From an optimization exercise on the open Yosys and OpenROAD flow, aimed at small area; shortcuts taken in it are not production practice. The RTL was checked by simulation tests, not by an equivalence proof against the original design. Power is estimated from default activity; no workload was simulated.

$ cat flow/config.mk
export PLATFORM = sky130hd
export DESIGN_NAME = temp
export DESIGN_NICKNAME = temp
export VERILOG_FILES = /design/flow/design.v
export SDC_FILE = /design/flow/constraint.sdc
export NUM_CORES = 4
export LEC_CHECK = 0
export CAP_MARGIN = 20
export CORE_MARGIN = 2
export CORE_UTILIZATION = 40
export SLEW_MARGIN = 20
$ cat flow/constraint.sdc
create_clock -name core_clock -period 10.0 [get_ports {clk}]
set_input_delay 2.0000 -clock core_clock [delete_from_list [all_inputs] [get_ports {clk}]]
set_output_delay 2.0000 -clock core_clock [all_outputs]
set_load 0.01 [all_outputs]
$ cat flow/design.v
`timescale 1ns/1ps
module temp(clk, rst_n, sda_i, sda_o, sda_oe, scl, out_led, arrange);
    input clk;
    input rst_n;
    input sda_i;
    output sda_o;
    output sda_oe;
    output scl;
    output [7:0] out_led;
    output [7:0] arrange;
    wire [15:0] adc;
    wire [15:0] in_num;
    temp_sensor ts(clk, rst_n, scl, sda_i, sda_o, sda_oe, adc[15:8], adc[7:0]);
    convert bc(adc, in_num);
    num_top nt(clk, rst_n, in_num, out_led, arrange);
endmodule
`timescale 1ns/1ps
module temp_sensor(clk,rst_n,scl,sda_i,sda_o,sda_oe,read_data,read_data1);
input clk,rst_n;
output scl;
input sda_i;
output sda_o;
output sda_oe;
output [7:0] read_data;
output [7:0] read_data1;
reg scl;
reg clk_out;
reg [32:0] counter;
always@(posedge clk or negedge rst_n)
begin
	if(!rst_n)
		begin
			clk_out <= 1'b0;
			counter <= 33'd0;
		end
	else if(counter == 9)
		begin
			clk_out <= ~clk_out;
			counter<=1'b0;
		end
	else counter <= counter + 1;
end
wire clk_out_rise = (counter == 9) && !clk_out;
wire clk_out_fall = (counter == 9) && clk_out;
always@(posedge clk or negedge rst_n)
	if(!rst_n)
		scl <= 1'b1;
	else if(clk_out_rise)
		scl <= ~scl;
parameter  ready = 4'd0;
parameter  idle  = 4'd1;
parameter  start  = 4'd2;
parameter  add1  = 4'd3;
parameter  add2  = 4'd4;
parameter  idle1  = 4'd5;
parameter  wait1 = 4'd6;
parameter  add3  = 4'd7;
parameter  add4  = 4'd8;
parameter  add5 = 4'd9;
parameter  stop  = 4'd10;
parameter  stop1 = 4'd11;
reg[3:0] state;  
reg sda_r;   
reg sda_link;  
reg [3:0] num; 
reg [7:0] mid_buf;
reg [7:0] read_data;
reg [7:0] read_data1;
reg [31:0] counter1;
always @ (posedge clk or negedge rst_n)
begin
	if(!rst_n)
	begin
		sda_r <= 1'b1;
		sda_link <= 1'b0;
		state <= ready;
		num <= 4'd0;
		read_data <= 8'b0000_0000;
		read_data1 <= 8'b0000_0000;
		mid_buf <= 8'b0000_0000;
		counter1 <= 32'd0;
	end
	else if(clk_out_fall)
		case (state)
			ready:
				if(counter1==32'd999)
					begin
						state <=idle;
						counter1 <= 32'd0;
						sda_link <= 1'b0;
					end
				else
					begin
						counter1 <= counter1 + 1'd1;
						state <= ready;
					end
			idle:
				begin
					sda_link <= 1'b1;
					state <= start;mid_buf <= 8'b10010111;
				end
			start:
				if(scl)
					begin
						sda_r <= 1'b0;
						state <= add1;
					end
				else
					state <= start;
			add1:
				begin
					if(!scl)
						begin
							if(num == 4'd8)
							begin
							num <= 4'd0;
							sda_link <= 1'b0;
							state <= add2;
							end
						     else
									begin
									   state <= add1;
									    num <= num+1'd1;
									case (num)
									4'd0: sda_r <= mid_buf[7];
									4'd1: sda_r <= mid_buf[6];
									4'd2: sda_r <= mid_buf[5];
									4'd3: sda_r <= mid_buf[4];
									4'd4: sda_r <= mid_buf[3];
									4'd5: sda_r <= mid_buf[2];
									4'd6: sda_r <= mid_buf[1];
									4'd7: sda_r <= mid_buf[0];
									default:  ;
									endcase
									end
							end
				     else state <= add1;
					end
				add2:begin state <= add4;end
					add4:begin
							if(num<=4'd7)
								begin
									state <= add4;
									if(scl)
									begin
									num <= num+1'd1;
									 case (num)
									 4'd0: read_data[7] <= sda_i;
									 4'd1: read_data[6] <= sda_i;
									 4'd2: read_data[5] <= sda_i;
									 4'd3: read_data[4] <= sda_i;
									 4'd4: read_data[3] <= sda_i;
									 4'd5: read_data[2] <= sda_i;
									 4'd6: read_data[1] <= sda_i;
									 4'd7: read_data[0] <= sda_i;
									 default:  ;
									endcase
									end
								end
							else if((!scl) && (num==4'd8))
								begin
								num <= 4'd0;
								sda_r <= 1'b0;
								state <= add3;
								sda_link <= 1'b1;
								end
							else begin state <= add4;end
						end
					add3:begin state <= add5;end
					add5:begin
							if(num<=4'd7)
								begin
									state <= add5;
									sda_link <= 1'b0;
									if(scl)
									begin
									num <= num+1'd1;
									 case (num)
									 4'd0: read_data1[7] <= sda_i;
									 4'd1: read_data1[6] <= sda_i;
									 4'd2: read_data1[5] <= sda_i;
									 4'd3: read_data1[4] <= sda_i;
									 4'd4: read_data1[3] <= sda_i;
									 4'd5: read_data1[2] <= sda_i;
									 4'd6: read_data1[1] <= sda_i;
									 4'd7: read_data1[0] <= sda_i;
									 default:  ;
									endcase
									end
								end
							else if((!scl) && (num==4'd8))
								begin
								num <= 4'd0;
								state <= wait1;
								sda_r <= 1'b1;
						      sda_link <= 1'b1;
								end
							else state <= add5;
						end
						wait1:state <=stop;
					stop: if(!scl) begin sda_r <= 1'b0;state <= stop1;end
							else state <= stop;
					stop1:if(scl)begin sda_r <= 1'b1;state <= ready;end
			endcase
end
assign sda_o = sda_r;
assign sda_oe = sda_link;
endmodule
`timescale 1ns/1ps
module convert(adc,bcd);
    input [15:0] adc;
    output [15:0] bcd;
    reg [15:0] t1;
    reg [15:0] t2;
    reg [15:0] t3;
    reg [15:0] t4;
    always @*
    begin
     t1=adc/128;
     t2=t1/10;
     t3[15:12]=t2[3:0];
     t2=t1%10;
     t3[11:8]=t2[3:0];
     t4=adc[7:0]/10;
     t3[7:4]=t4[3:0];
     t4=adc[7:0]%10;
     t3[3:0]=t4[3:0];
    end
    assign bcd=t3;
endmodule
`timescale 1ns/1ps
module num_top(clk,rst_n,in_num,out_led,arrange);
    input clk;
    input rst_n;
    input [15:0] in_num;
    wire [1:0] count;
    wire sclk_rise;
    output [7:0] out_led;
    output [7:0] arrange;
    clock_div ucd(clk, rst_n, sclk_rise);
    counter uc(clk, rst_n, sclk_rise, count);
    num un(count, in_num, out_led, arrange);
endmodule
`timescale 1ns/1ps
module clock_div(clk,rst_n,clk_sys_rise);
    input clk;
    input rst_n;
    output clk_sys_rise;
    reg clk_sys;
    reg[25:0] div_counter;
    always @(posedge clk or negedge rst_n) begin
        if (!rst_n) begin
            clk_sys <= 1'b0;
            div_counter <= 26'd0;
        end
        else if (div_counter > 124) begin
            clk_sys <= ~clk_sys;
            div_counter <= 0;
        end
        else begin
            div_counter <= div_counter+1;
        end
    end
    assign clk_sys_rise = (div_counter > 124) && !clk_sys;
endmodule
`timescale 1ns/1ps
module counter(clk, rst_n, en, count);
    input clk;
    input rst_n;
    input en;
    output reg[1:0] count;
    always @(posedge clk or negedge rst_n)
        if (!rst_n)
            count <= 2'd0;
        else if (en)
            count <= count+1;
endmodule
`timescale 1ns/1ps
module num(c_digit, in_num, out_led, arrange);
    input [1:0] c_digit;
    input [15:0] in_num;
    output reg [7:0] out_led;
    output reg [7:0] arrange;
    reg [3:0] temp;
    always@*
        case(c_digit)
            2'b00:
            begin
                temp = in_num[3:0];
                arrange = 8'b1111_1110;
                out_led[0] = 1;
            end
            2'b01:
            begin
                temp = in_num[7:4];
                arrange = 8'b1111_1101;
                out_led[0] = 1;
            end
            2'b10:
            begin
                temp = in_num[11:8];
                arrange = 8'b1111_1011;
                out_led[0] = 0;
            end
            default:
            begin
                temp = in_num[15:12];
                arrange = 8'b1111_0111;
                out_led[0] = 1;
            end
        endcase
    always @*
        case(temp)
            4'b0000: out_led[7:1] = 7'b0000_001;
            4'b0001: out_led[7:1] = 7'b1001_111;
            4'b0010: out_led[7:1] = 7'b0010_010;
            4'b0011: out_led[7:1] = 7'b0000_110;
            4'b0100: out_led[7:1] = 7'b1001_100;
            4'b0101: out_led[7:1] = 7'b0100_100;
            4'b0110: out_led[7:1] = 7'b0100_000;
            4'b0111: out_led[7:1] = 7'b0001_111;
            4'b1000: out_led[7:1] = 7'b0000_000;
            4'b1001: out_led[7:1] = 7'b0001_100;
            default: out_led[7:1] = 7'b1111_111;
        endcase
endmodule
$ cat flow/run.sh
#!/bin/bash
# synth_recipe.tcl (not shown) runs the flow's synth.tcl, then flattens the netlist and writes it again
# the make line also repeats each setting of config.mk as NAME=value (left out here)
make -C /OpenROAD-flow-scripts/flow DESIGN_CONFIG=/design/flow/config.mk WORK_HOME=/design/flow/orfs CLKGATE_MAP_FILE= SYNTH_SCRIPT=/design/flow/synth_recipe.tcl finish
==> metrics.md <==
| Metric | Value |
|---|---|
| Num rows | `49` |
| Worst-margin pin slew | `999 ps` |
| Post-layout nets | `826` |
| Min cycle time layout | `8530 ps` |
| Startpoint Class | `register` |
| # resized after CTS | `0` |
| Core ar. | `18000 µm²` |
| Area grow syn2layout | `12.7%` |
| # H-tree levels | `4` |
| Setup bufs post-CTS | `0` |
| Status | `no timing/DRC/antenna violations` |
| Die height | `139 µm` |
| Die area | `19400 µm²` |
| Top Family by Delay on Critical Path | `compound AO/OA/AOI/OAI gates` |
| R2R Path Start | `ts.counter[1]$_DFF_PN0_` |
| Final setup viols | `0` |
| Clock Path Buffers | `2` |
| Reg2reg end | `ts.counter1[28]$_DFFE_PN0P_` |
| Max-slew violations | `0` |
| WP buf/inv | `4` |
| Final period utilization | `0.853` |
| Flops & latches, synth | `123` |
| Clock-pin slew on the worst setup and hold paths | `60 ps` |
| GRT Util Overall | `0.155` |
| CP endpoint | `out_led[2]` |
| Top-Level Pins | `22` |
| Vias in the first global route | `5208` |
| Rel. slew slack | `0.334` |
| Initial antenna violation count | `0` |
| LEAKAGE | `3.52 nW` |
| Post-synthesis mux area share | `0.0679` |
| Number of synthesized flops with an enable pin | `0` |
| Latest clock arrival within the worst-skew pair | `420 ps` |
| GR Overflow Total | `0` |
| CP max stage cell | `ha_1` |
| Setup Total Neg Slack | `0 ps` |
| Adder-cell area share of the yosys netlist | `0.0409` |
| Mapped Area | `7340 µm²` |
| Sequential element share of the synthesized area | `0.420` |
| WP depth | `22` |
| Largest family of logic cells by synthesized area | `simple AND/OR/NAND/NOR gates` |
| RSZ-0062 raised after global routing | `false` |
| CTS buffer count | `17` |
| Worst Path Arrival | `6530 ps` |
| Design area | `8270 µm²` |
| Synth Area in Compound Gates | `0.123` |
| Final hold viol count | `0` |
| Post-DP Area | `7720 µm²` |
| Root buffer cell | `clkbuf_16` |
| Post-Synth XOR/XNOR Area | `0.101` |
| # DRC | `0` |
| Initial Util | `0.408` |
| Detailed Route Iter0 Violations | `346` |
| DRT Pass-1 Iters | `4` |
| Worst path cell trace | `inv_1, ha_1, mux2_2, o22ai_1, o2bb2ai_1, or4_4, o22a_1, o221a_4, ha_1, a21oi_1, nand3_1, a221oi_1, a31oi_1, nand3_1, xnor2_1, a21oi_1, inv_1, ha_1, inv_1, mux2i_1, a2bb2oi_1, clkdlybuf4s50_1` |
| F_max | `0.117 GHz` |
| WL/cell | `13.8 µm` |
| ANT nets after route | `0` |
| Port buffer count | `17` |
| Crit. Startpoint | `nt.uc.count[0]$_DFFE_PN0P_` |
| Max VDD drop | `0.000121 V` |
| Post-Synth Simple-Gate Area | `0.208` |
| Overall power | `1.28 mW` |
| Final wirelength | `14.4 mm` |
| CTS tree | `built` |
| CTS Sinks | `123` |
| Gpl congestion | `0.860` |
| Commonest register cell after synthesis | `dfrtp_1` |
| Die X | `139 µm` |
| Vias | `5520` |
| Hold WC Path Type | `register to register` |
| CP peak stage delay | `830 ps` |
| Power Density | `154 nW/µm²` |
| Reg2reg setup slack | `6820 ps` |
| Diode count | `0` |
| DP HPWL | `10.1 mm` |
| CP max FO | `23` |
| Maxcap violations | `0` |
| Cells after Synth | `774` |
| Asr flop ratio synth | `1.00` |
| CP required | `8000 ps` |
| Final Skew | `15.9 ps` |
| CP Class | `register to output port` |
| Syn_area_per_cell | `9.48 µm²` |
| Share of cells above drive strength 1 | `0.0973` |
| Fillers | `1740` |
| Largest net degree at the start of global routing | `69` |
| Vias per Instance | `5.30` |
| Hold_buf cts | `0` |
| Worst Setup End Kind | `output port` |
| Synthesis Warnings | `5` |
| R2R cell count | `11` |
| Synth unique cells | `77` |
| First-pass GRT wire length | `25.1 mm` |
state kept, by name, summed over array words and instances (netlist names):
signal              count
nt.uc.count             2
nt.ucd.clk_sys          1
nt.ucd.div_counter     26
ts.clk_out              1
ts.counter             33
ts.counter1            32
ts.mid_buf              1
ts.num                  4
ts.read_data            8
ts.read_data1           8
ts.scl                  1
ts.sda_link             1
ts.sda_r                1
ts.state                4
area by class of cell:
cell class,instances,area [µm²],share of cell area
Timing Repair Buffer,20,190,0.0230
Inverter,29,109,0.0132
Sequential cell,123,3080,0.373
Tap cell,229,287,0.0347
Clock inverter,14,113,0.0136
Clock buffer,18,439,0.0531
Multi-Input combinational cell,608,4050,0.490
worst min path at each step:
stage	from	to	slack [ps]	depth (start not counted)
2_1_floorplan	nt.ucd.clk_sys$_DFFE_PN0N_	nt.ucd.clk_sys$_DFFE_PN0N_	430	1
3_3_place_gp	nt.ucd.clk_sys$_DFFE_PN0N_	nt.ucd.clk_sys$_DFFE_PN0N_	450	1
3_5_place_dp	nt.ucd.clk_sys$_DFFE_PN0N_	nt.ucd.clk_sys$_DFFE_PN0N_	450	1
4_1_cts	ts.counter1[31]$_DFFE_PN0P_	ts.counter1[31]$_DFFE_PN0P_	470	1
5_1_grt	ts.mid_buf[0]$_DFFE_PN0P_	ts.mid_buf[0]$_DFFE_PN0P_	500	1
6_report	ts.counter1[31]$_DFFE_PN0P_	ts.counter1[31]$_DFFE_PN0P_	470	1
synth_stat cells (all sizes together) (15+ instances only):
library cell | count | area [µm²]
a21oi | 21 | 105
and3 | 15 | 93.8
buf | 17 | 109
clkbuf | 17 | 63.8
dfrtp | 121 | 3030
ha | 24 | 300
inv | 29 | 109
mux2 | 28 | 315
mux2i | 17 | 183
nand2 | 82 | 308
nand3 | 43 | 215
nand4 | 19 | 119
nor2 | 66 | 248
nor3 | 18 | 90.1
nor4 | 18 | 113
o21ai | 29 | 160
xnor2 | 53 | 464
xor2 | 29 | 254
power by group:
part	internal (mW)	switching, mW
clock	0.328	0.238
combinational	0.0920	0.105
sequential	0.505	0.00790
placed cells by master, fill, tap and decap left out, types with 5 or more instances in the layout:
master           synthesis  final
a22oi_1                  5      5
nand2b_1                 7      7
xnor2_1                 53     53
clkdlybuf4s50_1          0     16
and2_1                   7      7
mux2_2                  28     28
a21oi_1                 21     21
dfrtp_1                121    121
a2bb2oi_1                5      5
o22ai_1                  7      7
nand2_1                 82     82
clkinvlp_4               0      6
xor2_1                  29     29
and3_1                  15     15
nand4_1                 19     19
a31oi_1                  8      8
clkbuf_16                0     17
inv_1                   28     28
mux2i_1                 16     16
o211ai_1                 6      6
nor4_1                  18     18
conb_1                   2     22
o21ai_0                 24     24
nor2_1                  66     66
nor3_1                  18     18
nand3_1                 43     43
nor2b_1                  7      7
ha_1                    24     24
logic make-up after synthesis:
group,Yosys count
muxes,45
adders and majority gates,24
and+or+nand+nor,307
xor gates and xnor gates,83
AOI/OAI and AO/OA,127
other,2
DFF,123
buffers and inverters,63
routing by layer:
| metal | up-vias | track usage | share of wire |
|---|---|---|---|
| li1 | 2789 | - | - |
| met3 | 8 | 0.0341 | 0.027 |
| met5 | - | 0 | 0 |
| met2 | 71 | 0.233 | 0.45 |
| met4 | 0 | 0.0463 | 0.0081 |
| met1 | 2652 | 0.225 | 0.52 |
per-stage QoR:
step	hold slack [ps]	setup WS (ps)	std cells	util
floorplan	433	3440	794	-
global placement	447	2070	1009	0.430
detailed placement	448	1940	1009	0.430
CTS	471	1490	1041	0.460
global route	501	910	1041	0.460
finish	468	1470	1041	0.460

[separate check: timing with driven ports]
The results above use ideal ports. As a check the final layout listed here was re-extracted and re-timed, cells and wires unchanged.
Step 1 sets driving cells, clkbuf_16 on the clock port and buf_2 on the other inputs (assumed; they add their load-dependent delay and slew).
Step 2 times the ports against the registers' clock, not the clock port: input delays grow and output delays shrink by t, the midpoint of the rising clock arrivals with the driver on.
Three values: ideal, step 1, step 2; two values: the first two.
t (ns): 0.451
slack for setup (ns): 1.473 / 1.432 / 1.883
worst setup path after step 2: register to output
slew at the worst register clock pin (ns): 0.06 / 0.06
pins driven straight from the clock port: 1
After both steps this run still meets setup and hold. For this run, drivers alone change the setup slack by -0.041 ns; drivers and shift together by +0.410 ns.
